What follows belongs to an exercise in optimizing a design on an open flow for small area; a production flow would make more cautious choices. In this exercise RTL edits were held to simulation tests only and were not proved equivalent to the original. No activity file was given, so power comes from the tool's default toggle rates.

**flow/run.sh**
```bash
#!/bin/bash
# Standard layout, except that the port buffers are the smallest buffer cell
# (sky130_fd_sc_hd__buf_1) instead of the cell buffer_ports picks by default.
set -euo pipefail
export BUFFER_PORTS_ARGS="-buffer_cell sky130_fd_sc_hd__buf_1"
bash standard.sh > standard.log 2>&1
```
**constraint.sdc**
```tcl
create_clock -name core_clock -period 8.0 [get_ports {clock}]
set_input_delay 1.6000 -clock core_clock [delete_from_list [all_inputs] [get_ports {clock}]]
set_output_delay 1.6000 -clock core_clock [all_outputs]
set_load 0.01 [all_outputs]
```
**standard.sh**
```bash
#!/bin/bash
# synth_recipe.tcl (not shown) runs the flow's synth.tcl, then flattens the netlist and writes it again
# the make line also repeats each setting of config.mk as NAME=value (left out here)
make -C /OpenROAD-flow-scripts/flow DESIGN_CONFIG=/design/flow/config.mk WORK_HOME=/design/flow/orfs CLKGATE_MAP_FILE= SYNTH_SCRIPT=/design/flow/synth_recipe.tcl "${@:-finish}"
```
**config.mk**
```make
export PLATFORM = sky130hd
export DESIGN_NAME = Simple_Fixed_1
export DESIGN_NICKNAME = Simple_Fixed_1
export VERILOG_FILES = /design/flow/design.v
export SDC_FILE = /design/flow/constraint.sdc
export NUM_CORES = 4
export LEC_CHECK = 0
export CAP_MARGIN = 20
export CORE_MARGIN = 2
export CORE_UTILIZATION = 55
export SLEW_MARGIN = 20
export SYNTH_HIERARCHICAL = 1
```
**design.v**
```verilog
module Simple_Fixed_1 (
    clock,
    reset,
    op_code,
    instr_format,
    dest_reg_addr,
    src_reg_a,
    src_reg_b,
    store_reg,
    imm_value,
    enable_reg_write,
    wb_data,
    wb_reg_addr,
    wb_enable_reg_write,
    branch_is_taken,
    delayed_rt_addr,
    delayed_enable_reg_write
);
  input clock, reset;
  input [0:10] op_code;
  input [2:0] instr_format;
  input [0:6] dest_reg_addr;
  input [0:127] src_reg_a, src_reg_b, store_reg;
  input [0:17] imm_value;
  input enable_reg_write;
  input branch_is_taken;
  output logic [0:127] wb_data;
  output logic [0:6] wb_reg_addr;
  output logic wb_enable_reg_write;
  output logic [1:0][0:6] delayed_rt_addr;
  output logic [1:0] delayed_enable_reg_write;
  wire f0 = instr_format == 3'd0;
  wire f4 = instr_format == 3'd4;
  wire f5 = instr_format == 3'd5;
  wire f6 = instr_format == 3'd6;
  wire fo = instr_format == 3'd1 || instr_format == 3'd2 || instr_format == 3'd3 ||
            instr_format == 3'd7;
  wire [10:0] o = op_code;
  wire d_cg    = f0 && o == 11'b00011000010;
  wire d_bg    = f0 && o == 11'b00001000010;
  wire d_ah    = f0 && o == 11'b00011001000;
  wire d_a     = f0 && o == 11'b00011000000;
  wire d_sfh   = f0 && o == 11'b00001001000;
  wire d_sf    = f0 && o == 11'b00001000000;
  wire d_and   = f0 && o == 11'b00011000001;
  wire d_or    = f0 && o == 11'b00001000001;
  wire d_xor   = f0 && o == 11'b01001000001;
  wire d_nand  = f0 && o == 11'b00011001001;
  wire d_ceqh  = f0 && o == 11'b01111001000;
  wire d_ceq   = f0 && o == 11'b01111000000;
  wire d_cgth  = f0 && o == 11'b01001001000;
  wire d_cgt   = f0 && o == 11'b01001000000;
  wire d_clgtb = f0 && o == 11'b01011010000;
  wire d_clgth = f0 && o == 11'b01011001000;
  wire d_clgt  = f0 && o == 11'b01011000000;
  wire d_ahi    = f4 && o == 11'b00000011101;
  wire d_ai     = f4 && o == 11'b00000011100;
  wire d_sfhi   = f4 && o == 11'b00000001101;
  wire d_sfi    = f4 && o == 11'b00000001100;
  wire d_ceqhi  = f4 && o == 11'b00001111101;
  wire d_ceqi   = f4 && o == 11'b00001111100;
  wire d_cgthi  = f4 && o == 11'b00001001101;
  wire d_cgti   = f4 && o == 11'b00001001100;
  wire d_clgtbi = f4 && o == 11'b00001011110;
  wire d_clgthi = f4 && o == 11'b00001011101;
  wire d_clgti  = f4 && o == 11'b00001011100;
  wire d_ilh  = f5 && o == 11'b00010000011;
  wire d_ilhu = f5 && o == 11'b00010000010;
  wire d_il   = f5 && o == 11'b00010000001;
  wire d_iohl = f5 && o == 11'b00011000001;
  wire d_ila  = f6 && o == 11'b00000100001;
  wire d_x    = f6 && (o == 11'b01101000000 || o == 11'b01101000001);
  wire go = !reset && !branch_is_taken;
  wire c_any = d_ceqh | d_ceq | d_cgth | d_cgt | d_clgtb | d_clgth | d_clgt |
               d_ceqhi | d_ceqi | d_cgthi | d_cgti | d_clgtbi | d_clgthi | d_clgti;
  wire a_hsat = d_ah | d_sfh | d_ahi | d_sfhi;
  wire a_word = d_a | d_sf | d_ai | d_sfi;
  wire lop = d_and | d_or | d_xor | d_nand;
  wire kop = d_ilh | d_ilhu | d_il | d_iohl | d_ila | d_x;
  wire listed = c_any | a_hsat | a_word | lop | kop | d_cg | d_bg;
  wire wr = go && listed;           
  wire keep_all = go && fo;         
  wire s_hsat = go & a_hsat;
  wire s_cmp  = go & c_any;
  wire s_en0  = go & (a_hsat | a_word | c_any | d_cg | d_bg);
  wire s_en   = go & (a_hsat | a_word | c_any);
  wire s_and  = go & d_and;
  wire s_or   = go & d_or;
  wire s_xor  = go & d_xor;
  wire s_nand = go & d_nand;
  wire s_cg   = go & d_cg;
  wire s_bg   = go & d_bg;
  wire s_ila  = go & d_ila;
  wire l_g = s_and | s_or;                     
  wire l_t = s_or | s_xor | s_nand;            
  wire l_n = s_nand;                           
  wire imm_form = instr_format[2];
  wire [0:10] op = op_code;
  wire inv_a  = imm_form ? (op[4] | ~op[6]) : (~op[10] & (op[1] | (~op[3] & ~op[9])));
  wire cin    = imm_form ? (op[4] | ~op[6]) : (op[1] | ~op[3]);
  wire inv_b0 = ~op[3] & op[9];                      
  wire seg8   = imm_form ? op[9] : op[6];
  wire seg16  = imm_form ? (op[9] | op[10]) : (op[6] | op[7]);
  wire k_eq   = imm_form ? op[5] : op[2];
  wire k_ugt  = imm_form ? (op[6] & ~op[5]) : (op[3] & ~op[2]);
  wire [9:0] i10 = imm_value[8:17];
  wire [10:0] u11 = {imm_value[8], i10};
  wire [15:0] i16 = imm_value[2:17];
  wire [7:0] i8 = imm_value[10:17];
  wire f4cmp = op[4];
  logic [31:0] yimm;
  always_comb begin
    if (!f4cmp) yimm = seg16 ? {2{{6{i10[9]}}, i10}} : {{22{i10[9]}}, i10};
    else if (seg8) yimm = {4{i8}};
    else if (seg16) yimm = {2{5'b0, u11}};
    else if (k_ugt) yimm = {22'b0, i10};
    else yimm = {21'b0, u11};
  end
  logic [31:0] kimm, kc;
  always_comb begin
    kimm = 32'h0;
    kc = 32'h0;
    if (d_ilh) kimm = {2{i16}};
    if (d_ilhu) kimm = {i16, 16'h0};
    if (d_il) kimm = {{16{i16[15]}}, i16};
    if (d_iohl) begin
      kimm = {i16, 16'h0};
      kc = 32'hFFFFFFFF;
    end
    if (d_ila) begin
      kimm = {imm_value[0:15], 16'h0};
      kc = 32'h0000FFFC;
    end
    if (d_x) kimm = 32'h80000000;
    if (!go) begin
      kimm = 32'h0;
      kc = 32'h0;
    end
  end
  wire kw = keep_all | s_cg | s_bg;            
  wire [31:0] kp0 = {{30{keep_all}}, {2{keep_all | s_ila}}};
  wire [31:0] kpn = {{30{kw}}, {2{kw | s_ila}}};
  wire [31:0] kp1 = {keep_all, {29{kw}}, {2{kw | s_ila}}};
  logic [0:127] rnext;
  wire cg_ge, bg_gt, r32;
  fx_ge32 u_ge (.a(src_reg_a[0:31]), .b(src_reg_b[0:31]), .ge(cg_ge));
  genvar k;
  generate
    for (k = 0; k < 4; k++) begin : g_word
      wire [3:0] co;
      wire [31:0] d;
      fx_word #(.W0(k == 0)) u_w (
          .a(src_reg_a[32*k +: 32]), .b(src_reg_b[32*k +: 32]), .c(store_reg[32*k +: 32]),
          .r(wb_data[32*k +: 32]), .inv_a(inv_a), .inv_b(inv_b0), .ub(~imm_form),
          .yi(imm_form ? yimm : 32'h0), .cin(cin), .seg8(seg8), .seg16(seg16), .k_eq(k_eq), .k_ugt(k_ugt),
          .s_hsat(s_hsat), .s_cmp(s_cmp), .s_en((k == 0) ? s_en0 : s_en), .l_g(l_g),
          .l_t(l_t), .l_n(l_n), .kimm(kimm), .kc(kc),
          .kp((k == 0) ? kp0 : (k == 1) ? kp1 : kpn), .co(co), .d(d));
      if (k == 1) begin : g_r32
        assign rnext[32] = d[31] | (s_cg & cg_ge) | (s_bg & bg_gt);
        assign rnext[33:63] = d[30:0];
      end else begin : g_rn
        assign rnext[32*k +: 32] = d;
      end
      if (k == 0) begin : g_bg
        assign bg_gt = ~co[3];
      end
    end
  endgenerate
  always_ff @(posedge clock) begin
    wb_data <= rnext;
    if (reset) begin
      delayed_rt_addr[1] <= 0;
      delayed_enable_reg_write[1] <= 0;
    end else begin
      delayed_rt_addr[1] <= wb_reg_addr;
      delayed_enable_reg_write[1] <= wb_enable_reg_write;
    end
    wb_reg_addr <= (wr | keep_all) ? dest_reg_addr : 7'd0;
    wb_enable_reg_write <= (wr | keep_all) & enable_reg_write;
  end
  assign delayed_rt_addr[0] = wb_reg_addr;
  assign delayed_enable_reg_write[0] = wb_enable_reg_write;
endmodule
module fx_word #(
    parameter bit W0 = 0
) (
    input [31:0] a, b, c, r,
    input inv_a, inv_b, ub,
    input [31:0] yi,
    input cin, seg8, seg16, k_eq, k_ugt,
    input s_hsat, s_cmp, s_en, l_g, l_t, l_n,
    input [31:0] kimm, kc, kp,
    output [3:0] co,
    output [31:0] d
);
  genvar i, q;
  wire [31:0] x, y, bb;
  for (i = 0; i < 32; i++) begin : g_xy
    c_xor2 u_x (.a(a[i]), .b(inv_a), .y(x[i]));
    if (W0) begin : w0
      c_xor2 u_b (.a(b[i]), .b(inv_b), .y(bb[i]));
    end else begin : wn
      assign bb[i] = b[i];
    end
    c_a21o u_y (.a1(bb[i]), .a2(ub), .b1(yi[i]), .x(y[i]));
  end
  wire [31:0] s, p, g;
  wire [8:0] cb;       
  wire [7:0] bp;       
  assign cb[0] = cin;
  wire nseg8 = ~seg8, nseg16 = ~seg16;
  wire cs8 = seg8 & cin, cs16 = seg16 & cin;
  for (q = 0; q < 8; q++) begin : g_blk
    wire ci;
    if (q == 2 || q == 6) begin : s8
      c_a21o u_ci (.a1(cb[q]), .a2(nseg8), .b1(cs8), .x(ci));
    end else if (q == 4) begin : s16
      c_a21o u_ci (.a1(cb[q]), .a2(nseg16), .b1(cs16), .x(ci));
    end else begin : ns
      assign ci = cb[q];
    end
    fx_blk4 u_b (.x(x[4*q +: 4]), .y(y[4*q +: 4]), .ci(ci), .s(s[4*q +: 4]), .p(p[4*q +: 4]),
                 .g(g[4*q +: 4]), .bp(bp[q]), .co(cb[q+1]));
  end
  assign co = {cb[8], cb[6], cb[4], cb[2]};
  wire [3:0] eqb = {bp[7] & bp[6], bp[5] & bp[4], bp[3] & bp[2], bp[1] & bp[0]};
  wire [1:0] eqh = {eqb[3] & eqb[2], eqb[1] & eqb[0]};
  wire eqw = &eqb;
  wire [1:0] ugth = {~co[3], ~co[1]};
  wire ugtw = ~co[3];
  wire [1:0] sgth = {ugth[1] ^ a[31] ^ y[31], ugth[0] ^ a[15] ^ y[15]};
  wire sgtw = ugtw ^ a[31] ^ y[31];
  logic [3:0] m;
  always_comb begin
    for (int j = 0; j < 4; j++) begin
      if (seg8) m[j] = ~co[j];
      else if (seg16) m[j] = k_eq ? eqh[j/2] : k_ugt ? ugth[j/2] : sgth[j/2];
      else m[j] = k_eq ? eqw : k_ugt ? ugtw : sgtw;
    end
  end
  wire [1:0] ovf;
  assign ovf[0] = (x[15] == y[15]) & (s[15] != x[15]);
  assign ovf[1] = (x[31] == y[31]) & (s[31] != x[31]);
  wire [3:0] fq, fp, fpm;
  for (q = 0; q < 4; q++) begin : g_ov
    wire sat = s_hsat & ovf[q/2];
    assign fq[q] = s_en & ~s_cmp & ~sat;
    assign fp[q] = (s_cmp & m[q]) | (sat & s[16*(q/2)+15]);
    assign fpm[q] = (s_cmp & m[q]) | (sat & ~s[16*(q/2)+15]);
  end
  for (i = 0; i < 32; i++) begin : g_o
    fx_out u_o (.s(s[i]), .p(p[i]), .g(g[i]), .c(c[i]), .r(r[i]), .fq(fq[i/8]),
                .fp((i % 16 == 15) ? fpm[i/8] : fp[i/8]), .l_g(l_g), .l_t(l_t), .l_n(l_n),
                .kimm(kimm[i]), .kc(kc[i]), .kp(kp[i]), .d(d[i]));
  end
endmodule
module fx_blk4 (input [3:0] x, y, input ci, output [3:0] s, p, g, output bp, co);
  wire c1, c2, c3, g1, g2, g3;
  genvar j;
  for (j = 0; j < 4; j++) begin : g_h
    c_ha u_h (.a(x[j]), .b(y[j]), .s(p[j]), .co(g[j]));
  end
  c_a21o u_c1 (.a1(p[0]), .a2(ci), .b1(g[0]), .x(c1));
  c_a21o u_c2 (.a1(p[1]), .a2(c1), .b1(g[1]), .x(c2));
  c_a21o u_c3 (.a1(p[2]), .a2(c2), .b1(g[2]), .x(c3));
  c_a21o u_g1 (.a1(p[1]), .a2(g[0]), .b1(g[1]), .x(g1));
  c_a21o u_g2 (.a1(p[2]), .a2(g1), .b1(g[2]), .x(g2));
  c_a21o u_g3 (.a1(p[3]), .a2(g2), .b1(g[3]), .x(g3));
  c_and4 u_p (.a(p[0]), .b(p[1]), .c(p[2]), .d(p[3]), .x(bp));
  c_a21o u_co (.a1(bp), .a2(ci), .b1(g3), .x(co));
  c_xor2 u_s0 (.a(p[0]), .b(ci), .y(s[0]));
  c_xor2 u_s1 (.a(p[1]), .b(c1), .y(s[1]));
  c_xor2 u_s2 (.a(p[2]), .b(c2), .y(s[2]));
  c_xor2 u_s3 (.a(p[3]), .b(c3), .y(s[3]));
endmodule
module fx_out (input s, p, g, c, r, fq, fp, l_g, l_t, l_n, kimm, kc, kp, output d);
  wire n1, n2, n3, z;
  c_a222oi u_1 (.a1(fq), .a2(s), .b1(kc), .b2(c), .c1(kp), .c2(r), .y(n1));
  c_nor2 u_z (.a(p), .b(g), .y(z));
  c_a222oi u_2 (.a1(g), .a2(l_g), .b1(p), .b2(l_t), .c1(z), .c2(l_n), .y(n2));
  c_nor2 u_3 (.a(fp), .b(kimm), .y(n3));
  c_nand3 u_d (.a(n1), .b(n2), .c(n3), .y(d));
endmodule
module fx_ge32 (input [31:0] a, b, output ge);
  assign ge = b >= a;
endmodule
module c_xor2 (input a, b, output y);
  assign y = a ^ b;
endmodule
module c_a21o (input a1, a2, b1, output x);
  assign x = (a1 & a2) | b1;
endmodule
module c_ha (input a, b, output s, co);
  assign s = a ^ b;
  assign co = a & b;
endmodule
module c_and4 (input a, b, c, d, output x);
  assign x = a & b & c & d;
endmodule
module c_nor2 (input a, b, output y);
  assign y = ~(a | b);
endmodule
module c_nand3 (input a, b, c, output y);
  assign y = ~(a & b & c);
endmodule
module c_a222oi (input a1, a2, b1, b2, c1, c2, output y);
  assign y = ~((a1 & a2) | (b1 & b2) | (c1 & c2));
endmodule
```
==> qor.txt, run 1 <==
Status = timing/DRC/antenna clean
Hold Violations, Final = 0
Total Power Consumption = 3.23 mW
Hold wc startpoint = wb_reg_addr[2]
Critical-path top delay cell = a21oi_2
Post-synth EDFFs = 0
CP max FO = 16
Largest net degree at the start of global routing = 77
Launch point of the critical path = op_code[1]
Syn avg cell area = 8.24 µm²
Max incr delay on CP = 0.88 ns
Routed len/inst = 26.0 µm
Ports = 579
First-pass GRT wire length = 122000 µm
Setup crit start kind = primary input
WL met1 = 29400 µm
Most used DFF post-synth = dfxtp_1
Chip Width = 184 µm
Number of CTS-inserted buffers = 17
CTS tree = built
Setup violations, final = 0
Power per cell area = 150 nW/µm²
Max Cap Viol = 0
Std-Cell Rows = 65
Sequential cell area = 2880 µm²
#FFs+latches synth = 144
Final instance area = 21600 µm²
LEAKAGE = 10.8 nW
Unique cell type count in the Yosys netlist = 71
Post-Synthesis Cells = 2160
# nets final = 3374
Crit share post-route = 0.978
Clock Skew = 0.00192 ns
Worst path arrival time = 8.19 ns
Placed instance area = 20900 µm²
Routed wl met2 = 36100 µm
Remaining global-route overflow = 0
Core Area = 31700 µm²
Full die area = 33800 µm²
Detailed-route via count = 22629
Most common cell after layout, fill and taps aside = buf_1
Fill count = 2836
Top Metal Used = met5
Worst Tran Pin Value = 1.20 ns
Root Buffer Master = clkbuf_16
H-tree depth = 4
Area Growth Syn to Fin = 21.3%
Vias in the first global route = 20924
Vias/cell = 7.05
RSZ-0062 raised after global routing = yes
Fmax = 128 MHz
Slew headroom = 0.197
Clock Latency Late Sink = 0.44 ns
Drt initial violations = 4354
TritonCTS Sinks = 144
Crit path required time = 8.37 ns
Top delay family on crit path = compound AO/OA/AOI/OAI gates
Post-Syn Nets = 2747
Setup slack, reg-to-reg = 6.95 ns
Max Transition Viols Final = 0
Initial antenna violation count = 6
Most frequent cells in the layout = buf_1 (578), a21o_1 (369), nor2_1 (309), xor2_1 (289), a222oi_1 (257)
Routability Congestion = 1.03
Die H = 184 µm
Worst r2r src = wb_data[32]
WS Path Type = primary input to flip-flop
CTS max path bufs = 2
Initial core utilization = 0.561
Util after Layout = 0.680
Final wirelength = 83500 µm
Multi-input gate area = 14800 µm²
Worst VDD drop = 158 µV
Sequential-to-total area share from yosys stat = 0.162
GRT Total Usage = 0.472
Ys async rst share = 0
Post-DP HPWL = 62300 µm
Critical Path End Type = flip-flop
WL met3 = 10800 µm
Ys Warns = 11
DRC Markers = 0
Share of layout cells above drive strength 1 = 0.0514
Class of the worst hold path = flip-flop to flip-flop
Cell mode on critical path = a21o_1
CP bufs+invs = 2
Clk slew on worst S/H paths = 0.07 ns
Port bufs = 578
Pre-Repair DR Iteration Count = 15
DRT antenna net count = 0
Final min period = 7.82 ns
Synth Cell Area = 17800 µm²
state kept, by name, summed over array words and instances (netlist names):
| signal | flops |
|---|---|
| delayed_enable_reg_write | 1 |
| wb_enable_reg_write | 1 |
| wb_reg_addr | 7 |
| wb_data | 128 |
| delayed_rt_addr | 7 |
through the flow:
step                      TNS (ns)  cells  setup WS [ns]  hold slack [ns]
after floorplan            -165.65   2160          -1.60            0.504
after global placement           0   3167         0.0782            0.470
after detailed placement     -3.94   3168         -0.193            0.473
after CTS                        0   3200          0.222            0.482
after global routing       -0.0631   3206        -0.0444            0.499
final                            0   3209          0.176            0.484
cells by family (layout without fill, tap and decap cells):
logic type,after synthesis,after routing,synth area share
compound gates,794,794,0.364
xor+xnor,301,301,0.148
fa+ha+maj,160,160,0.112
buf+inv,79,719,0.0204
flops,144,144,0.162
mux,3,3,0.00183
other cells,0,7,0
simple gates,679,679,0.192
per-module statistics from Yosys (local to each module, per instance), a selection:
module	cells inside	copies in the design
c_and4	1	32
c_nand3	1	128
c_nor2	1	256
fx_ge32	111	1
c_a21o	1	364
c_ha	1	128
c_a222oi	1	256
c_xor2	1	288
Simple_Fixed_1	405	1
path summary, 6_finish.rpt:
path / end / cells past startpoint
min: delayed_rt_addr[11] / 1
max reg2reg: wb_data[32] / 3
min reg2reg: delayed_rt_addr[11] / 1
max: wb_data[64] / 26
per-layer routing:
| metal | vias up | global-route usage |
|---|---|---|
| met3 | 426 | 0.116 |
| li1 | 9879 | - |
| met5 | - | 0 |
| met2 | 1908 | 0.730 |
| met4 | 4 | 0.353 |
| met1 | 10412 | 0.567 |
cell type report:
type / instances / area share
clock inverter: 12 / 0.00620
clock buffer: 20 / 0.0212
multi-input combinational: 1937 / 0.684
inverter: 50 / 0.00881
timing repair buffer: 637 / 0.123
sequential: 144 / 0.134
tap: 402 / 0.0233
antenna: 7 / 0.000812
power breakdown:
| group | total (mW) | internal [mW] | switching, mW | leakage (nW) |
|---|---|---|---|---|
| clock network | 0.853 | 0.477 | 0.376 | 0.275 |
| registers | 0.721 | 0.719 | 0.00166 | 1.16 |
| logic | 1.66 | 0.661 | 1.00 | 9.39 |
| total | 3.23 | 1.86 | 1.38 | 10.8 |
synthesized netlist by cell type, types with 11 or more instances:
cell,number,area share
a21o_1,369,0.16
a21oi_1,48,0.013
a221oi_1,15,0.0074
a222oi_1,257,0.14
and2_1,34,0.012
and4_1,41,0.020
buf_4,11,0.0046
dfxtp_1,144,0.16
ha_1,160,0.11
inv_1,50,0.011
nand2_1,56,0.012
nand2b_1,15,0.0053
nand3_1,141,0.040
nand4_1,11,0.0039
nor2_1,313,0.066
nor2b_1,15,0.0053
o21ai_0,39,0.011
xor2_1,293,0.14
what timing repair did:
action	CTS	global route
hold endpoints to repair	0	0
gates resized for setup	0	2
hold buffers	0	0
setup endpoints to repair	0	36
buffers inserted	0	2
==> run 2: changes to the inputs <==
--- a/design.v
+++ b/design.v
@@ -143,19 +143,20 @@
   wire [31:0] kp1 = {keep_all, {29{kw}}, {2{kw | s_ila}}};
   logic [0:127] rnext;
   wire cg_ge, bg_gt, r32;
-  fx_ge32 u_ge (.a(src_reg_a[0:31]), .b(src_reg_b[0:31]), .ge(cg_ge));
+  wire [31:0] p0;
+  fx_ge32 u_ge (.p(p0), .a(src_reg_a[0:31]), .b(src_reg_b[0:31]), .ge(cg_ge));
   genvar k;
   generate
     for (k = 0; k < 4; k++) begin : g_word
       wire [3:0] co;
-      wire [31:0] d;
+      wire [31:0] d, pw;
       fx_word #(.W0(k == 0)) u_w (
           .a(src_reg_a[32*k +: 32]), .b(src_reg_b[32*k +: 32]), .c(store_reg[32*k +: 32]),
           .r(wb_data[32*k +: 32]), .inv_a(inv_a), .inv_b(inv_b0), .ub(~imm_form),
           .yi(imm_form ? yimm : 32'h0), .cin(cin), .seg8(seg8), .seg16(seg16), .k_eq(k_eq), .k_ugt(k_ugt),
           .s_hsat(s_hsat), .s_cmp(s_cmp), .s_en((k == 0) ? s_en0 : s_en), .l_g(l_g),
-          .l_t(l_t), .l_n(l_n), .kimm(kimm), .kc(kc),
-          .kp((k == 0) ? kp0 : (k == 1) ? kp1 : kpn), .co(co), .d(d));
+          .l_t(l_t), .l_n(l_n), .nkimm(~kimm), .kc(kc),
+          .kp((k == 0) ? kp0 : (k == 1) ? kp1 : kpn), .co(co), .d(d), .p(pw));
       if (k == 1) begin : g_r32
         assign rnext[32] = d[31] | (s_cg & cg_ge) | (s_bg & bg_gt);
         assign rnext[33:63] = d[30:0];
@@ -164,6 +165,7 @@
       end
       if (k == 0) begin : g_bg
         assign bg_gt = ~co[3];
+        assign p0 = pw;
       end
     end
   endgenerate
@@ -190,9 +192,10 @@
     input [31:0] yi,
     input cin, seg8, seg16, k_eq, k_ugt,
     input s_hsat, s_cmp, s_en, l_g, l_t, l_n,
-    input [31:0] kimm, kc, kp,
+    input [31:0] nkimm, kc, kp,
     output [3:0] co,
-    output [31:0] d
+    output [31:0] d,
+    output [31:0] p
 );
   genvar i, q;
   wire [31:0] x, y, bb;
@@ -205,7 +208,7 @@
     end
     c_a21o u_y (.a1(bb[i]), .a2(ub), .b1(yi[i]), .x(y[i]));
   end
-  wire [31:0] s, p, g;
+  wire [31:0] s, g;
   wire [8:0] cb;       
   wire [7:0] bp;       
   assign cb[0] = cin;
@@ -251,8 +254,8 @@
   end
   for (i = 0; i < 32; i++) begin : g_o
     fx_out u_o (.s(s[i]), .p(p[i]), .g(g[i]), .c(c[i]), .r(r[i]), .fq(fq[i/8]),
-                .fp((i % 16 == 15) ? fpm[i/8] : fp[i/8]), .l_g(l_g), .l_t(l_t), .l_n(l_n),
-                .kimm(kimm[i]), .kc(kc[i]), .kp(kp[i]), .d(d[i]));
+                .nfp((i % 16 == 15) ? ~fpm[i/8] : ~fp[i/8]), .l_g(l_g), .l_t(l_t), .l_n(l_n),
+                .nkimm(nkimm[i]), .kc(kc[i]), .kp(kp[i]), .d(d[i]));
   end
 endmodule
 module fx_blk4 (input [3:0] x, y, input ci, output [3:0] s, p, g, output bp, co);
@@ -274,16 +277,37 @@
   c_xor2 u_s2 (.a(p[2]), .b(c2), .y(s[2]));
   c_xor2 u_s3 (.a(p[3]), .b(c3), .y(s[3]));
 endmodule
-module fx_out (input s, p, g, c, r, fq, fp, l_g, l_t, l_n, kimm, kc, kp, output d);
-  wire n1, n2, n3, z;
+module fx_out (input s, p, g, c, r, fq, nfp, l_g, l_t, l_n, nkimm, kc, kp, output d);
+  wire n1, n2, z;
   c_a222oi u_1 (.a1(fq), .a2(s), .b1(kc), .b2(c), .c1(kp), .c2(r), .y(n1));
   c_nor2 u_z (.a(p), .b(g), .y(z));
   c_a222oi u_2 (.a1(g), .a2(l_g), .b1(p), .b2(l_t), .c1(z), .c2(l_n), .y(n2));
-  c_nor2 u_3 (.a(fp), .b(kimm), .y(n3));
-  c_nand3 u_d (.a(n1), .b(n2), .c(n3), .y(d));
+  c_nand4 u_d (.a(n1), .b(n2), .c(nfp), .d(nkimm), .y(d));
 endmodule
-module fx_ge32 (input [31:0] a, b, output ge);
-  assign ge = b >= a;
+module fx_ge32 (input [31:0] p, a, b, output ge);
+  wire [3:0] gg, ee;
+  genvar q, j;
+  for (q = 0; q < 4; q++) begin : g_grp
+    wire [8:1] c;    
+    wire e0, e1;
+    c_nand2 u_c1 (.a(p[8*q]), .b(b[8*q]), .y(c[1]));
+    for (j = 1; j < 8; j++) begin : g_m
+      if (j % 2 == 1) begin : od
+        c_mux2i u_m (.s(p[8*q+j]), .a1(a[8*q+j]), .a0(c[j]), .y(c[j+1]));
+      end else begin : ev
+        c_mux2i u_m (.s(p[8*q+j]), .a1(b[8*q+j]), .a0(c[j]), .y(c[j+1]));
+      end
+    end
+    assign gg[q] = c[8];
+    c_nor4 u_e0 (.a(p[8*q]), .b(p[8*q+1]), .c(p[8*q+2]), .d(p[8*q+3]), .y(e0));
+    c_nor4 u_e1 (.a(p[8*q+4]), .b(p[8*q+5]), .c(p[8*q+6]), .d(p[8*q+7]), .y(e1));
+    c_and2 u_e (.a(e0), .b(e1), .x(ee[q]));
+  end
+  wire t0, t1, t2;
+  c_or2 u_t0 (.a(gg[0]), .b(ee[0]), .x(t0));
+  c_a21o u_t1 (.a1(ee[1]), .a2(t0), .b1(gg[1]), .x(t1));
+  c_a21o u_t2 (.a1(ee[2]), .a2(t1), .b1(gg[2]), .x(t2));
+  c_a21o u_t3 (.a1(ee[3]), .a2(t2), .b1(gg[3]), .x(ge));
 endmodule
 module c_xor2 (input a, b, output y);
   assign y = a ^ b;
@@ -307,3 +331,24 @@
 module c_a222oi (input a1, a2, b1, b2, c1, c2, output y);
   assign y = ~((a1 & a2) | (b1 & b2) | (c1 & c2));
 endmodule
+module c_and2 (input a, b, output x);
+  assign x = a & b;
+endmodule
+module c_or2 (input a, b, output x);
+  assign x = a | b;
+endmodule
+module c_mux2 (input s, a1, a0, output x);
+  assign x = s ? a1 : a0;
+endmodule
+module c_nor4 (input a, b, c, d, output y);
+  assign y = ~(a | b | c | d);
+endmodule
+module c_nand4 (input a, b, c, d, output y);
+  assign y = ~(a & b & c & d);
+endmodule
+module c_nand2 (input a, b, output y);
+  assign y = ~(a & b);
+endmodule
+module c_mux2i (input s, a1, a0, output y);
+  assign y = ~(s ? a1 : a0);
+endmodule
==> qor.txt, run 2 <==
Power per cell area = 156 nW/µm² (+4.1%)
Setup crit start kind = primary input
Final min period = 7.59 ns (-0.234 ns)
Port bufs = 578 (unchanged)
Main combinational cell family by area after synthesis = compound AO/OA/AOI/OAI gates
Fill count = 2700 (-4.8%)
Post-Synthesis Cells = 1975 (-8.6%)
CP bufs+invs = 4 (+2)
Number of CTS-inserted buffers = 17 (unchanged)
Count leader, synth = a21o_1
First-pass GRT wire length = 121000 µm (-1.4%)
Root Buffer Master = clkbuf_16
GRT Total Usage = 0.476 (+0.00409)
Synth Area in Simple Gates = 0.176 (-0.0155)
Top delay family on crit path = compound AO/OA/AOI/OAI gates
Vias in the first global route = 20497 (-2.0%)
Initial antenna violation count = 10 (+4)
Detailed-route via count = 22111 (-2.3%)
Critical-path top delay cell = o21a_4
Hold Path Depth = 1 (unchanged)
Post-synthesis mux area share = 0.0202 (+0.0183)
Most common cell after layout, fill and taps aside = buf_1
Slew headroom = 0.268 (+0.0714)
CP max FO = 21 (+5)
Adder-cell share of the synthesized area = 0.0939 (-0.0186)
Synth cell count leaders = a21o_1 (368), xor2_1 (293), a222oi_1 (256)
Status = timing/DRC/antenna clean
Chip Width = 180 µm (-2.1%)
Critical Path End Type = flip-flop
Placed instance area = 20300 µm² (-3.2%)
Final instance area = 20800 µm² (-3.4%)
# nets final = 3165 (-6.2%)
DRC Markers = 0 (unchanged)
Post-DP HPWL = 60700 µm (-2.7%)
WS Path Type = primary input to flip-flop
Clock Latency Late Sink = 0.45 ns (about the same)
Max incr delay on CP = 0.43 ns (-0.45 ns)
Ys async rst share = 0 (unchanged)
Die H = 180 µm (-2.1%)
Worst R2R End = wb_data[32]
DRT antenna net count = 0 (unchanged)
Vias/cell = 7.29 (+3.4%)
Worst Hold End = delayed_rt_addr[8]
Largest regs = wb_data: 128 flops, delayed_rt_addr: 7 flops, wb_reg_addr: 7 flops
Fmax = 132 MHz (+3.1%)
Leading area contributor after synthesis = dfxtp_1
Hold Violations, Final = 0 (unchanged)
Clk slew on worst S/H paths = 0.06 ns (about the same)
Launch point of the critical path = op_code[1]
Ports = 579 (unchanged)
Reg2Reg Depth = 3 (unchanged)
Routed len/inst = 27.2 µm (+4.7%)
Std-Cell Rows = 64 (-1.5%)
Clock Skew = 0.00205 ns (+0.000123 ns)
Initial core utilization = 0.558 (-0.00343)
Hold Buf Count CTS = 0 (unchanged)
XOR/XNOR Fraction of Synth Area = 0.155 (+0.00641)
Hold wc startpoint = wb_reg_addr[5]
Most used DFF post-synth = dfxtp_1
Worst path arrival time = 7.88 ns (-0.31 ns)
Worst Tran Pin Value = 1.09 ns (-0.113 ns)
Share of layout cells above drive strength 1 = 0.0629 (+0.0115)
TritonCTS Sinks = 144 (unchanged)
Setup violations, final = 0 (unchanged)
Setup Fix Bufs, Post-CTS = 0 (unchanged)
Most frequent cells in the layout = buf_1 (578), a21o_1 (368), xor2_1 (289), a222oi_1 (256), nor2_1 (179)
Remaining global-route overflow = 0 (unchanged)
RSZ-0062 raised after global routing = no
Drt initial violations = 4112 (-5.6%)
Pre-Repair DR Iteration Count = 13 (-2)
Synth top area share = 0.169 (+0.00701)
Routability Congestion = 1.01 (-2.1%)
Cell mode on critical path = a21o_1
Full die area = 32400 µm² (-4.1%)
Core Area = 30600 µm² (-3.6%)
Sequential-to-total area share from yosys stat = 0.169 (+0.00701)
Max Transition Viols Final = 0 (unchanged)
Crit share post-route = 0.949 (-0.0292)
Unique cell type count in the Yosys netlist = 65 (-8.5%)
Post-Syn Nets = 2530 (-7.9%)
Ys Warns = 11 (unchanged)
LEAKAGE = 10.3 nW (-5.0%)
Area fraction in compound gates after synthesis = 0.370 (+0.00612)
CTS max path bufs = 2 (unchanged)
Worst VDD drop = 160 µV (+1.1%)
Leading post-synthesis cells by cell area = dfxtp_1 (17%), a21o_1 (16%), xor2_1 (15%), a222oi_1 (15%), ha_1 (9.4%)
Max FFs per register = 128 (unchanged)
Syn avg cell area = 8.64 µm² (+4.8%)
Biggest register = wb_data
Post-synth EDFFs = 0 (unchanged)
Area Growth Syn to Fin = 22.2%
Synth Cell Area = 17100 µm² (-4.1%)
#FFs+latches synth = 144 (unchanged)
Largest net degree at the start of global routing = 73 (-5.2%)
Class of the worst hold path = flip-flop to flip-flop
CTS tree = built
Fin Setup TNS = 0 ns (unchanged)
Setup slack, reg-to-reg = 6.94 ns (about the same)
Final wirelength = 82600 µm (-1.1%)
Max Cap Viol = 0 (unchanged)
H-tree depth = 4 (unchanged)
Crit path required time = 8.29 ns (-0.08 ns)
Worst r2r src = wb_data[32]
## run 2: changes by cell type after synthesis, moves of 25 or more
cell	delta
inv_1	-25
mux2i_1	+30
ha_1	-32
nand3_1	-136
nand4_1	+130
nor2_1	-132
## run 2: area by class of cell
class                      count  area, µm²  share of cell area
antenna                       13       32.5             0.00156
clock buffer                  24        462              0.0222
clock inverter                 7       62.6             0.00300
inverter                      26        100             0.00480
multi-input combinational   1771      14100               0.676
sequential                   144       2880               0.138
tap                          396        495              0.0238
timing repair buffer         650       2720               0.131
## run 2: per-module statistics from Yosys (local to each module, per instance), a selection
module | cell area [µm²] | flops+latches | cells
c_a21o | 7.51 | 0 | 1
c_a222oi | 10.0 | 0 | 1
c_and2 | 6.26 | 0 | 1
c_ha | 12.5 | 0 | 1
c_mux2i | 10.0 | 0 | 1
c_nand2 | 3.75 | 0 | 1
c_nand4 | 6.26 | 0 | 1
c_nor2 | 3.75 | 0 | 1
c_nor4 | 12.5 | 0 | 1
c_xor2 | 8.76 | 0 | 1
## run 2: what timing repair did
| action | CTS | global route |
|---|---|---|
| resized for setup | 0 | 1 |
| hold endpoints to repair | 0 | 0 |
| setup endpoints to repair | 0 | 6 |
## run 2: report_power, final
| group | internal, mW | total (mW) | switching, mW |
|---|---|---|---|
| Clock | 0.432 | 0.798 | 0.366 |
| Combinational | 0.692 | 1.73 | 1.04 |
| Sequential | 0.719 | 0.721 | 0.00162 |
## run 2: kinds of logic after synthesis
| logic type | count (synthesis) |
|---|---|
| buffers and inverters | 60 |
| muxes | 34 |
| DFF | 144 |
| xor gates and xnor gates | 301 |
| AOI/OAI and AO/OA | 763 |
| adders and majority gates | 128 |
| and+or+nand+nor | 545 |
## run 2: stage by stage
step | setup slack [ns] | instances | util | power (mW) | hold WS [ns]
2_1_floorplan | -0.0939 | 1975 | - | 1.96 | 0.504
3_3_place_gp | 0.147 | 2987 | 0.663 | 2.36 | 0.462
3_5_place_dp | -0.00986 | 2987 | 0.663 | 2.39 | 0.471
4_1_cts | 0.408 | 3018 | 0.680 | 3.18 | 0.480
5_1_grt | 0.108 | 3026 | 0.681 | 3.40 | 0.494
6_report | 0.410 | 3031 | 0.681 | 3.25 | 0.479
## run 2: worst max-delay path by stage
stage	end	cells past startpoint	slack [ns]
floorplan	wb_data[32]	30	-0.09
global placement	wb_data[78]	27	0.15
detailed placement	wb_data[77]	27	-0.01
CTS	wb_data[77]	27	0.41
global route	wb_data[41]	29	0.11
finish	wb_data[41]	29	0.41
## run 2: metal layers
metal  vias to the layer above  wire, µm  global-route usage
li1                       9476         -                   -
met1                     10195     29400               0.587
met2                      2034     35700               0.732
met3                       404     11700               0.126
met4                         2      5740               0.313
met5                         -        11                   0
==> run 3: changes to the inputs <==
==> flow/run.sh (replaced) <==
#!/bin/bash
# Standard layout with two changes to how it is made:
#  - the port buffers are the smallest buffer cell (sky130_fd_sc_hd__buf_1) instead of the
#    cell buffer_ports picks by default;
#  - clock tree synthesis uses clkbuf_8 buffers and inserts no dummy loads.
# make's output goes to standard.log; each tool's full log is under orfs/logs/.
set -euo pipefail
export BUFFER_PORTS_ARGS="-buffer_cell sky130_fd_sc_hd__buf_1"
export CTS_ARGS="-sink_clustering_enable -repair_clock_nets -buf_list sky130_fd_sc_hd__clkbuf_8 -dont_use_dummy_load"
bash standard.sh > standard.log 2>&1
==> qor.txt, run 3 <==
WS Path Type = primary input to flip-flop
Post-synth EDFFs = 0 (unchanged)
Detailed-route via count = 22082 (-0.13%)
Root Buffer Master = clkbuf_8
Setup violations, final = 0 (unchanged)
CP max FO = 21 (unchanged)
Initial antenna violation count = 8 (-2)
TritonCTS Sinks = 144 (unchanged)
DRC Markers = 0 (unchanged)
Biggest register = wb_data
Critical Path End Type = flip-flop
Area Growth Syn to Fin = 20.5%
Fill count = 2744 (+1.6%)
Clk slew on worst S/H paths = 0.08 ns (+0.02 ns)
GRT Total Usage = 0.475 (-0.00165)
Final min period = 7.56 ns (-0.0297 ns)
Std-Cell Rows = 64 (unchanged)
Setup slack, reg-to-reg = 6.94 ns (about the same)
Largest regs = wb_data: 128 flops, delayed_rt_addr: 7 flops, wb_reg_addr: 7 flops
Hold Violations, Final = 0 (unchanged)
Max incr delay on CP = 0.43 ns (about the same)
Synth top area share = 0.169 (unchanged)
Post-Layout Cell Count = 3018 (-0.43%)
Final wirelength = 82400 µm (-0.26%)
DRT antenna net count = 0 (unchanged)
Chip Width = 180 µm (unchanged)
Worst Setup EP = wb_data[41]
Count leader, synth = a21o_1
Setup crit start kind = primary input
Vias in the first global route = 20527 (+0.15%)
Die H = 180 µm (unchanged)
Number of CTS-inserted buffers = 17 (unchanged)
Most used DFF post-synth = dfxtp_1
Status = timing/DRC/antenna clean
Post-DP HPWL = 60700 µm (unchanged)
Reg2Reg Depth = 3 (unchanged)
Clock Latency Late Sink = 0.49 ns (+0.04 ns)
Ys async rst share = 0 (unchanged)
Fmax = 132 MHz (+0.39%)
Pre-CTS WS = -0.00986 ns (unchanged)
Ports = 579 (unchanged)
Largest net degree at the start of global routing = 73 (unchanged)
H-tree depth = 4 (unchanged)
Share of layout cells above drive strength 1 = 0.0602 (-0.00273)
LEAKAGE = 10.1 nW (-1.3%)
# nets final = 3165 (unchanged)
Most common cell after layout, fill and taps aside = buf_1
Slew headroom = 0.239 (-0.0291)
CTS tree = built
Inst Count DP = 2987 (unchanged)
#FFs+latches synth = 144 (unchanged)
Sequential-to-total area share from yosys stat = 0.169 (unchanged)
Cell mode on critical path = a21o_1
Post-Synthesis Cells = 1975 (unchanged)
Worst Tran Pin Value = 1.13 ns (+0.0431 ns)
Leading area contributor after synthesis = dfxtp_1
Vias/cell = 7.32 (+0.30%)
CTS max path bufs = 2 (unchanged)
Most frequent cells in the layout = buf_1 (578), a21o_1 (368), xor2_1 (289), a222oi_1 (256), nor2_1 (179)
Synth Cell Area = 17100 µm² (unchanged)
Leading post-synthesis cells by cell area = dfxtp_1 (17%), a21o_1 (16%), xor2_1 (15%), a222oi_1 (15%), ha_1 (9.4%)
Port bufs = 578 (unchanged)
Critical-path top delay cell = o21a_4
Crit path required time = 8.33 ns (+0.04 ns)
Max Transition Viols Final = 0 (unchanged)
Class of the worst hold path = flip-flop to flip-flop
First-pass GRT wire length = 120000 µm (-0.17%)
Initial core utilization = 0.558 (unchanged)
Remaining global-route overflow = 0 (unchanged)
Post-Syn Nets = 2530 (unchanged)
Worst path arrival time = 7.89 ns (about the same)
Routed len/inst = 27.3 µm (+0.17%)
Launch point of the critical path = op_code[1]
Synth cell count leaders = a21o_1 (368), xor2_1 (293), a222oi_1 (256)
Crit share post-route = 0.945 (-0.00371)
Drt initial violations = 4235 (+3.0%)
Max FFs per register = 128 (unchanged)
Setup ws final = 0.439 ns (+0.0297 ns)
Worst r2r src = wb_data[32]
Max Cap Viol = 0 (unchanged)
Unique cell type count in the Yosys netlist = 65 (unchanged)
RSZ-0062 raised after global routing = no
Clock Skew = 0.00178 ns (-0.000272 ns)
Core Area = 30600 µm² (unchanged)
Full die area = 32400 µm² (unchanged)
Hold Buf Count CTS = 0 (unchanged)
Routability Congestion = 1.01 (unchanged)
Pre-Repair DR Iteration Count = 14 (+1)
Worst R2R End = wb_data[32]
Worst VDD drop = 97.9 µV (-39%)
Ys Warns = 11 (unchanged)
Power per cell area = 143 nW/µm² (-8.1%)
Syn avg cell area = 8.64 µm² (unchanged)
run 3: cell counts after synthesis:
Identical to the previous run, type by type.
run 3: critical path, delay by kind of cell:
family | cells | cell delay (ns)
simple gates | 4 | 0.46
compound gates | 18 | 4.05
buf+inv | 4 | 1.05
xor+xnor | 2 | 0.39
fa+ha+maj | 1 | 0.31
run 3: worst min-delay path by stage:
stage               slack [ns]  depth (start not counted)                 from                          end
floorplan                 0.50                          1  wb_enable_reg_write  delayed_enable_reg_write[1]
global placement          0.46                          1       wb_reg_addr[0]          delayed_rt_addr[13]
detailed placement        0.47                          1       wb_reg_addr[1]          delayed_rt_addr[12]
CTS                       0.48                          1       wb_reg_addr[1]          delayed_rt_addr[12]
global route              0.50                          1       wb_reg_addr[1]          delayed_rt_addr[12]
finish                    0.48                          1       wb_reg_addr[1]          delayed_rt_addr[12]
run 3: cell families (layout without fill, tap and decap cells):
group / Yosys count / count (layout) / share of synthesized area
compound gates: 763 / 763 / 0.370
simple gates: 545 / 545 / 0.176
xor+xnor: 301 / 301 / 0.155
flops: 144 / 144 / 0.169
fa+ha+maj: 128 / 128 / 0.0939
buf+inv: 60 / 693 / 0.0166
mux: 34 / 34 / 0.0202
other cells: 0 / 14 / 0
run 3: routing by layer:
metal | routed length (µm) | vias to the layer above | share of wire | track usage
met1 | 29900 | 10288 | 0.36 | 0.587
met4 | 5730 | 2 | 0.070 | 0.309
met5 | 14 | - | 0.00017 | 0
met3 | 11200 | 390 | 0.14 | 0.120
li1 | - | 9454 | - | -
met2 | 35600 | 1948 | 0.43 | 0.733
run 3: per-module statistics from Yosys (local to each module, per instance), a selection:
module	cells inside	times used	flops+latches
Simple_Fixed_1	403	1	144
c_a21o	1	367	0
c_a222oi	1	256	0
c_and2	1	4	0
c_and4	1	32	0
c_ha	1	128	0
c_mux2i	1	28	0
c_nand2	1	4	0
c_nand4	1	128	0
c_nor2	1	128	0
c_nor4	1	8	0
c_or2	1	1	0
c_xor2	1	288	0
run 3: per-stage QoR:
| step | area (µm²) | total power, mW | hold slack, ns | utilization | TNS [ns] |
|---|---|---|---|---|---|
| final | 20500 | 2.95 | 0.482 | 0.672 | 0 |
| after global routing | 20500 | 3.09 | 0.496 | 0.671 | 0 |
| after CTS | 20500 | 2.89 | 0.482 | 0.670 | 0 |
| after detailed placement | 20300 | 2.39 | 0.471 | 0.663 | -0.0106 |
| after global placement | 20300 | 2.36 | 0.462 | 0.663 | 0 |
| after floorplan | 17200 | 1.96 | 0.504 | - | -1.18 |
run 3: final cells by class:
class | count | area, µm² | area share
Sequential cell | 144 | 2880 | 0.140
Inverter | 26 | 100 | 0.00487
Multi-Input combinational cell | 1771 | 14100 | 0.685
Antenna cell | 14 | 35.0 | 0.00170
Tap cell | 396 | 495 | 0.0241
Clock buffer | 17 | 234 | 0.0114
Timing Repair Buffer | 650 | 2720 | 0.132
run 3: power by group:
| part | switching [mW] | leakage, nW | internal, mW | total [mW] |
|---|---|---|---|---|
| logic | 1.04 | 8.86 | 0.692 | 1.73 |
| clock network | 0.307 | 0.122 | 0.188 | 0.495 |
| registers | 0.00160 | 1.16 | 0.719 | 0.720 |
| total | 1.35 | 10.1 | 1.60 | 2.95 |
run 3: what timing repair did:
action	CTS	global route
buffers inserted	0	0
resized for setup	0	1
endpoints found under the setup margin	0	1
==> run 4: changes to the inputs <==
--- a/design.v
+++ b/design.v
@@ -103,6 +103,13 @@
   wire seg16  = imm_form ? (op[9] | op[10]) : (op[6] | op[7]);
   wire k_eq   = imm_form ? op[5] : op[2];
   wire k_ugt  = imm_form ? (op[6] & ~op[5]) : (op[3] & ~op[2]);
+  wire c_b  = s_cmp & seg8;
+  wire c_h  = s_cmp & ~seg8 & seg16;
+  wire c_w  = s_cmp & ~seg16;
+  wire c_he = c_h & k_eq, c_hu = c_h & ~k_eq & k_ugt, c_hs = c_h & ~k_eq & ~k_ugt;
+  wire c_we = c_w & k_eq, c_wu = c_w & ~k_eq & k_ugt, c_ws = c_w & ~k_eq & ~k_ugt;
+  wire fq0 = s_en & ~s_cmp;
+  wire fq00 = s_en0 & ~s_cmp;
   wire [9:0] i10 = imm_value[8:17];
   wire [10:0] u11 = {imm_value[8], i10};
   wire [15:0] i16 = imm_value[2:17];
@@ -153,8 +160,9 @@
       fx_word #(.W0(k == 0)) u_w (
           .a(src_reg_a[32*k +: 32]), .b(src_reg_b[32*k +: 32]), .c(store_reg[32*k +: 32]),
           .r(wb_data[32*k +: 32]), .inv_a(inv_a), .inv_b(inv_b0), .ub(~imm_form),
-          .yi(imm_form ? yimm : 32'h0), .cin(cin), .seg8(seg8), .seg16(seg16), .k_eq(k_eq), .k_ugt(k_ugt),
-          .s_hsat(s_hsat), .s_cmp(s_cmp), .s_en((k == 0) ? s_en0 : s_en), .l_g(l_g),
+          .yi(imm_form ? yimm : 32'h0), .cin(cin), .seg8(seg8), .seg16(seg16), .nc_b(~c_b),
+          .c_he(c_he), .c_hu(c_hu), .c_hs(c_hs), .c_we(c_we), .c_wu(c_wu), .c_ws(c_ws),
+          .s_hsat(s_hsat), .fq0((k == 0) ? fq00 : fq0), .l_g(l_g),
           .l_t(l_t), .l_n(l_n), .nkimm(~kimm), .kc(kc),
           .kp((k == 0) ? kp0 : (k == 1) ? kp1 : kpn), .co(co), .d(d), .p(pw));
       if (k == 1) begin : g_r32
@@ -190,8 +198,9 @@
     input [31:0] a, b, c, r,
     input inv_a, inv_b, ub,
     input [31:0] yi,
-    input cin, seg8, seg16, k_eq, k_ugt,
-    input s_hsat, s_cmp, s_en, l_g, l_t, l_n,
+    input cin, seg8, seg16,
+    input nc_b, c_he, c_hu, c_hs, c_we, c_wu, c_ws,
+    input s_hsat, fq0, l_g, l_t, l_n,
     input [31:0] nkimm, kc, kp,
     output [3:0] co,
     output [31:0] d,
@@ -227,34 +236,42 @@
                  .g(g[4*q +: 4]), .bp(bp[q]), .co(cb[q+1]));
   end
   assign co = {cb[8], cb[6], cb[4], cb[2]};
-  wire [3:0] eqb = {bp[7] & bp[6], bp[5] & bp[4], bp[3] & bp[2], bp[1] & bp[0]};
-  wire [1:0] eqh = {eqb[3] & eqb[2], eqb[1] & eqb[0]};
-  wire eqw = &eqb;
-  wire [1:0] ugth = {~co[3], ~co[1]};
-  wire ugtw = ~co[3];
-  wire [1:0] sgth = {ugth[1] ^ a[31] ^ y[31], ugth[0] ^ a[15] ^ y[15]};
-  wire sgtw = ugtw ^ a[31] ^ y[31];
-  logic [3:0] m;
-  always_comb begin
-    for (int j = 0; j < 4; j++) begin
-      if (seg8) m[j] = ~co[j];
-      else if (seg16) m[j] = k_eq ? eqh[j/2] : k_ugt ? ugth[j/2] : sgth[j/2];
-      else m[j] = k_eq ? eqw : k_ugt ? ugtw : sgtw;
-    end
+  wire [1:0] eqh, sgt, nsat, t, ns;
+  wire eqw;
+  wire [3:0] nco;
+  wire [1:0] nh;
+  wire nw;
+  for (q = 0; q < 4; q++) begin : g_nco
+    c_inv u_n (.a(co[q]), .y(nco[q]));
+  end
+  for (q = 0; q < 2; q++) begin : g_h
+    c_and4 u_eq (.a(bp[4*q]), .b(bp[4*q+1]), .c(bp[4*q+2]), .d(bp[4*q+3]), .x(eqh[q]));
+    c_xor2 u_sg (.a(co[2*q+1]), .b(p[16*q+15]), .y(sgt[q]));
+    c_a222oi u_h (.a1(c_he), .a2(eqh[q]), .b1(c_hs), .b2(sgt[q]), .c1(c_hu), .c2(nco[2*q+1]),
+                  .y(nh[q]));
+    c_xor2 u_t (.a(s[16*q+15]), .b(x[16*q+15]), .y(t[q]));
+    c_nand3b u_sat (.a_n(p[16*q+15]), .b(t[q]), .c(s_hsat), .y(nsat[q]));
+    c_and2 u_fq (.a(nsat[q]), .b(fq0), .x(fq[2*q]));
+    assign fq[2*q+1] = fq[2*q];
+    c_inv u_ns (.a(s[16*q+15]), .y(ns[q]));
   end
-  wire [1:0] ovf;
-  assign ovf[0] = (x[15] == y[15]) & (s[15] != x[15]);
-  assign ovf[1] = (x[31] == y[31]) & (s[31] != x[31]);
-  wire [3:0] fq, fp, fpm;
-  for (q = 0; q < 4; q++) begin : g_ov
-    wire sat = s_hsat & ovf[q/2];
-    assign fq[q] = s_en & ~s_cmp & ~sat;
-    assign fp[q] = (s_cmp & m[q]) | (sat & s[16*(q/2)+15]);
-    assign fpm[q] = (s_cmp & m[q]) | (sat & ~s[16*(q/2)+15]);
+  c_and2 u_eqw (.a(eqh[0]), .b(eqh[1]), .x(eqw));
+  c_a222oi u_w (.a1(c_we), .a2(eqw), .b1(c_ws), .b2(sgt[1]), .c1(c_wu), .c2(nco[3]), .y(nw));
+  wire [3:0] fq, nfp, nfpm;
+  for (q = 0; q < 4; q++) begin : g_f
+    wire u, um;
+    c_o22a u_u (.a1(nc_b), .a2(co[q]), .b1(nsat[q/2]), .b2(ns[q/2]), .x(u));
+    c_and3 u_f (.a(u), .b(nh[q/2]), .c(nw), .x(nfp[q]));
+    if (q % 2 == 1) begin : m
+      c_o22a u_um (.a1(nc_b), .a2(co[q]), .b1(nsat[q/2]), .b2(s[16*(q/2)+15]), .x(um));
+      c_and3 u_fm (.a(um), .b(nh[q/2]), .c(nw), .x(nfpm[q]));
+    end else begin : nm
+      assign nfpm[q] = nfp[q];
+    end
   end
   for (i = 0; i < 32; i++) begin : g_o
     fx_out u_o (.s(s[i]), .p(p[i]), .g(g[i]), .c(c[i]), .r(r[i]), .fq(fq[i/8]),
-                .nfp((i % 16 == 15) ? ~fpm[i/8] : ~fp[i/8]), .l_g(l_g), .l_t(l_t), .l_n(l_n),
+                .nfp((i % 16 == 15) ? nfpm[i/8] : nfp[i/8]), .l_g(l_g), .l_t(l_t), .l_n(l_n),
                 .nkimm(nkimm[i]), .kc(kc[i]), .kp(kp[i]), .d(d[i]));
   end
 endmodule
@@ -299,9 +316,9 @@
       end
     end
     assign gg[q] = c[8];
-    c_nor4 u_e0 (.a(p[8*q]), .b(p[8*q+1]), .c(p[8*q+2]), .d(p[8*q+3]), .y(e0));
-    c_nor4 u_e1 (.a(p[8*q+4]), .b(p[8*q+5]), .c(p[8*q+6]), .d(p[8*q+7]), .y(e1));
-    c_and2 u_e (.a(e0), .b(e1), .x(ee[q]));
+    c_or4 u_e0 (.a(p[8*q]), .b(p[8*q+1]), .c(p[8*q+2]), .d(p[8*q+3]), .x(e0));
+    c_or4 u_e1 (.a(p[8*q+4]), .b(p[8*q+5]), .c(p[8*q+6]), .d(p[8*q+7]), .x(e1));
+    c_nor2 u_e (.a(e0), .b(e1), .y(ee[q]));
   end
   wire t0, t1, t2;
   c_or2 u_t0 (.a(gg[0]), .b(ee[0]), .x(t0));
@@ -352,3 +369,27 @@
 module c_mux2i (input s, a1, a0, output y);
   assign y = ~(s ? a1 : a0);
 endmodule
+module c_inv (input a, output y);
+  assign y = ~a;
+endmodule
+module c_and3 (input a, b, c, output x);
+  assign x = a & b & c;
+endmodule
+module c_and3b (input a_n, b, c, output x);
+  assign x = ~a_n & b & c;
+endmodule
+module c_nor2b (input a, b_n, output y);
+  assign y = ~(a | ~b_n);
+endmodule
+module c_a22oi (input a1, a2, b1, b2, output y);
+  assign y = ~((a1 & a2) | (b1 & b2));
+endmodule
+module c_nand3b (input a_n, b, c, output y);
+  assign y = ~(~a_n & b & c);
+endmodule
+module c_o22a (input a1, a2, b1, b2, output x);
+  assign x = (a1 | a2) & (b1 | b2);
+endmodule
+module c_or4 (input a, b, c, d, output x);
+  assign x = a | b | c | d;
+endmodule
==> flow/run.sh (replaced) <==
#!/bin/bash
# Standard layout, except that the port buffers are the smallest buffer cell
# (sky130_fd_sc_hd__buf_1) instead of the cell buffer_ports picks by default.
set -euo pipefail
export BUFFER_PORTS_ARGS="-buffer_cell sky130_fd_sc_hd__buf_1"
bash standard.sh > standard.log 2>&1
==> qor.txt, run 4 <==
Die H = 179 µm (-0.48%)
Post-synth EDFFs = 0 (unchanged)
H-tree depth = 4 (unchanged)
Remaining global-route overflow = 0 (unchanged)
RSZ-0062 raised after global routing = no
Post-DP HPWL = 58800 µm (-3.1%)
Post-Layout Cell Count = 2960 (-1.9%)
Most common cell after layout, fill and taps aside = buf_1
Inst Count DP = 2922 (-2.2%)
Vias in the first global route = 19796 (-3.6%)
First-pass GRT wire length = 115000 µm (-4.6%)
DRT antenna net count = 0 (unchanged)
Max Transition Viols Final = 0 (unchanged)
Synth top area share = 0.171 (+0.00168)
Final wirelength = 80800 µm (-1.9%)
Setup Fix Bufs, Post-CTS = 0 (unchanged)
Largest net degree at the start of global routing = 90 (+23%)
Fmax = 132 MHz (-0.56%)
CTS max path bufs = 2 (unchanged)
Pre-Repair DR Iteration Count = 15 (+1)
Vias/cell = 7.28 (-0.45%)
Worst path arrival time = 7.89 ns (about the same)
Clock Skew = 0.00243 ns (+0.000658 ns)
Post-cts sizing count = 0 (unchanged)
Max FFs per register = 128 (unchanged)
Ports = 579 (unchanged)
Clock Latency Late Sink = 0.44 ns (-0.05 ns)
Final min period = 7.60 ns (+0.0427 ns)
CP max FO = 28 (+33%)
Total Power Consumption = 3.29 mW (+12%)
DRC Markers = 0 (unchanged)
Biggest register = wb_data
Cell Int Power = 1.92 mW (+20%)
LEAKAGE = 10.3 nW (+1.1%)
Std-Cell Rows = 64 (unchanged)
GRT Total Usage = 0.472 (-0.00268)
Leading area contributor after synthesis = dfxtp_1
Slew headroom = 0.149 (-0.0899)
Initial core utilization = 0.555 (-0.00257)
Root Buffer Master = clkbuf_16
Core Area = 30400 µm² (-0.52%)
Class of the worst hold path = flip-flop to flip-flop
Count leader, synth = a21o_1
Status = timing/DRC/antenna clean
Gate power share = 0.515 (-0.073)
Detailed-route via count = 21560 (-2.4%)
Ys async rst share = 0 (unchanged)
Flop pwr share = 0.219 (-0.025)
Unique cell type count in the Yosys netlist = 67 (+3.1%)
WS Path Type = primary input to flip-flop
Routability Congestion = 1.02 (+1.7%)
Synth cell count leaders = a21o_1 (367), xor2_1 (304), a222oi_1 (268)
Sequential-to-total area share from yosys stat = 0.171 (+0.00168)
Most frequent cells in the layout = buf_1 (578), a21o_1 (367), xor2_1 (300), a222oi_1 (268), nor2_1 (145)
Crit share post-route = 0.950 (+0.00534)
# nets final = 3100 (-2.1%)
Largest regs = wb_data: 128 flops, delayed_rt_addr: 7 flops, wb_reg_addr: 7 flops
Clk slew on worst S/H paths = 0.07 ns (about the same)
CTS tree = built
Port bufs = 578 (unchanged)
Post-Synthesis Cells = 1911 (-3.2%)
Power per cell area = 160 nW/µm² (+11%)
Chip Width = 179 µm (-0.48%)
Post-Syn Nets = 2466 (-2.5%)
#FFs+latches synth = 144 (unchanged)
Critical Path End Type = flip-flop
Share of layout cells above drive strength 1 = 0.0583 (-0.00193)
Syn avg cell area = 8.84 µm² (+2.3%)
Clk network pwr share = 0.266 (+0.098)
Initial antenna violation count = 5 (-3)
Setup crit start kind = primary input
Number of CTS-inserted buffers = 17 (unchanged)
Routed len/inst = 27.3 µm (about the same)
Synth Cell Area = 16900 µm² (-0.98%)
Sw Pwr = 1.37 mW (+1.8%)
Worst VDD drop = 159 µV (+63%)
Full die area = 32100 µm² (-0.96%)
Area Growth Syn to Fin = 22.2%
Fill count = 2754 (+0.36%)
Crit path required time = 8.29 ns (-0.04 ns)
TritonCTS Sinks = 144 (unchanged)
Worst Tran Pin Value = 1.27 ns (+0.137 ns)
Max Cap Viol = 0 (unchanged)
Leading post-synthesis cells by cell area = dfxtp_1 (17%), a21o_1 (16%), a222oi_1 (16%), xor2_1 (16%), ha_1 (9.5%)
Switch share = 0.417 (-0.0405)
Drt initial violations = 4256 (+0.50%)
Hold Violations, Final = 0 (unchanged)
Most used DFF post-synth = dfxtp_1
Ys Warns = 9 (-2)
Hold Buf Count CTS = 0 (unchanged)
Setup violations, final = 0 (unchanged)
[run 4: worst paths after layout]
kind / from / to / slack [ns] / cells past startpoint
worst min register to register: wb_reg_addr[3] / delayed_rt_addr[10] / 0.48 / 1
worst max-delay path: op_code[4] / wb_data[78] / 0.40 / 28
worst max register to register: wb_data[32] / wb_data[32] / 6.92 / 3
worst min-delay path: wb_reg_addr[3] / delayed_rt_addr[10] / 0.48 / 1
[run 4: critical path, stage by stage]
cell      delay, ns
buf_1          0.35
inv_1          0.16
a31oi_4        0.23
buf_12         0.27
xor2_1         0.18
ha_1           0.31
a21o_1         0.21
a21o_1         0.15
a21o_1         0.15
a21o_1         0.21
a21o_1         0.20
a21o_1         0.24
a21o_1         0.21
a21o_1         0.27
a21o_1         0.26
a21o_1         0.21
a21o_1         0.22
a21o_1         0.26
a21o_1         0.21
a21o_1         0.19
a21o_1         0.18
a21o_1         0.19
xor2_2         0.28
xor2_1         0.18
nand3b_1       0.16
and2_4         0.28
a222oi_1       0.36
nand4_1        0.14
[run 4: layer usage]
| metal | vias to the layer above | part of all wire | GRT usage |
|---|---|---|---|
| li1 | 9258 | - | - |
| met3 | 403 | 0.14 | 0.124 |
| met2 | 1860 | 0.45 | 0.758 |
| met5 | - | 0.00035 | 0 |
| met1 | 10035 | 0.34 | 0.555 |
| met4 | 4 | 0.073 | 0.303 |
[run 4: layout make-up]
cell class	count	area, µm²	area share
clock inverter	10	135	0.00655
clock buffer	21	470	0.0228
tap	396	495	0.0240
antenna	7	17.5	0.000849
sequential	144	2880	0.140
multi-input combinational	1701	13800	0.669
inverter	39	149	0.00722
timing repair buffer	642	2680	0.130
[run 4: power by group through the flow]
stage                     clock [mW]  sequential, mW  combinational [mW]
final                          0.875           0.721                1.70
after global placement             0           0.737                1.60
after floorplan                    0           0.738                1.19
after CTS                      0.872           0.721                1.64
after global routing           0.903           0.721                1.82
after detailed placement           0           0.737                1.62
[run 4: cell families (layout without fill, tap and decap cells)]
family                     after synthesis  count (layout)  synth area share
muxes                                   31              31            0.0185
adders and majority gates              129             129            0.0954
and+or+nand+nor                        504             504             0.167
DFF                                    144             144             0.171
other                                    0               7                 0
AOI/OAI and AO/OA                      733             733             0.371
xor gates and xnor gates               304             304             0.158
buffers and inverters                   66             712            0.0198
[run 4: Yosys stat by module, one instance, submodules excluded, excerpt]
module          flops+latches  cells  copies in the design  area [µm²]
Simple_Fixed_1            144    403                     1        4550
c_a222oi                    0      1                   268        10.0
c_ha                        0      1                   128        12.5
c_nand4                     0      1                   128        6.26
c_nor2                      0      1                   132        3.75
c_o22a                      0      1                    24        8.76
c_or2                       0      1                     1        6.26
c_xor2                      0      1                   304        8.76
[run 4: stage by stage]
stage | setup TNS (ns) | util | worst slack [ns] | cell area, µm² | hold WS, ns
2_1_floorplan | -205.91 | - | -1.85 | 17000 | 0.500
3_3_place_gp | 0 | 0.657 | 0.387 | 20000 | 0.469
3_5_place_dp | 0 | 0.657 | 0.124 | 20000 | 0.477
4_1_cts | 0 | 0.677 | 0.569 | 20600 | 0.484
5_1_grt | 0 | 0.678 | 0.164 | 20600 | 0.498
6_report | 0 | 0.678 | 0.397 | 20600 | 0.482

==> static timing again, ports no longer ideal <==
The results above use ideal ports. As a check the final layouts listed here were re-extracted and re-timed, cells and wires unchanged.
Step 1 (the two cells are an assumption about what drives the block):
set clk [get_ports {clock}]
set_driving_cell -lib_cell sky130_fd_sc_hd__clkbuf_16 $clk
set_driving_cell -lib_cell sky130_fd_sc_hd__buf_2 [delete_from_list [all_inputs] $clk]
Step 2 adds t to the input delays and takes it off the output delays; t is the mean of the earliest and latest rising clock arrival at the registers after step 1. Input paths then give back, and output paths get back, about the clock's delay inside the block.
Three values: ideal, step 1, step 2; two values: the first two.
| run | shift t [ns] | slack for setup (ns) | worst hold slack (ns) | worst setup path after step 2 |
|---|---|---|---|---|
| run 1 | 0.501 | 0.176 / 0.212 / -0.289 | 0.484 / 0.484 / 0.484 | input to register |
| run 2 | 0.509 | 0.410 / 0.433 / -0.076 | 0.479 / 0.479 / 0.479 | input to register |
| run 3 | 0.548 | 0.439 / 0.462 / -0.086 | 0.482 / 0.482 / 0.482 | input to register |
| run 4 | 0.499 | 0.397 / 0.361 / -0.138 | 0.482 / 0.482 / 0.482 | input to register |
Met with ideal ports but missed after step 2: setup timing in every run listed. The setup slack of run 4, which loses most, moves by -0.036 ns with the drivers and by -0.535 ns with both steps.
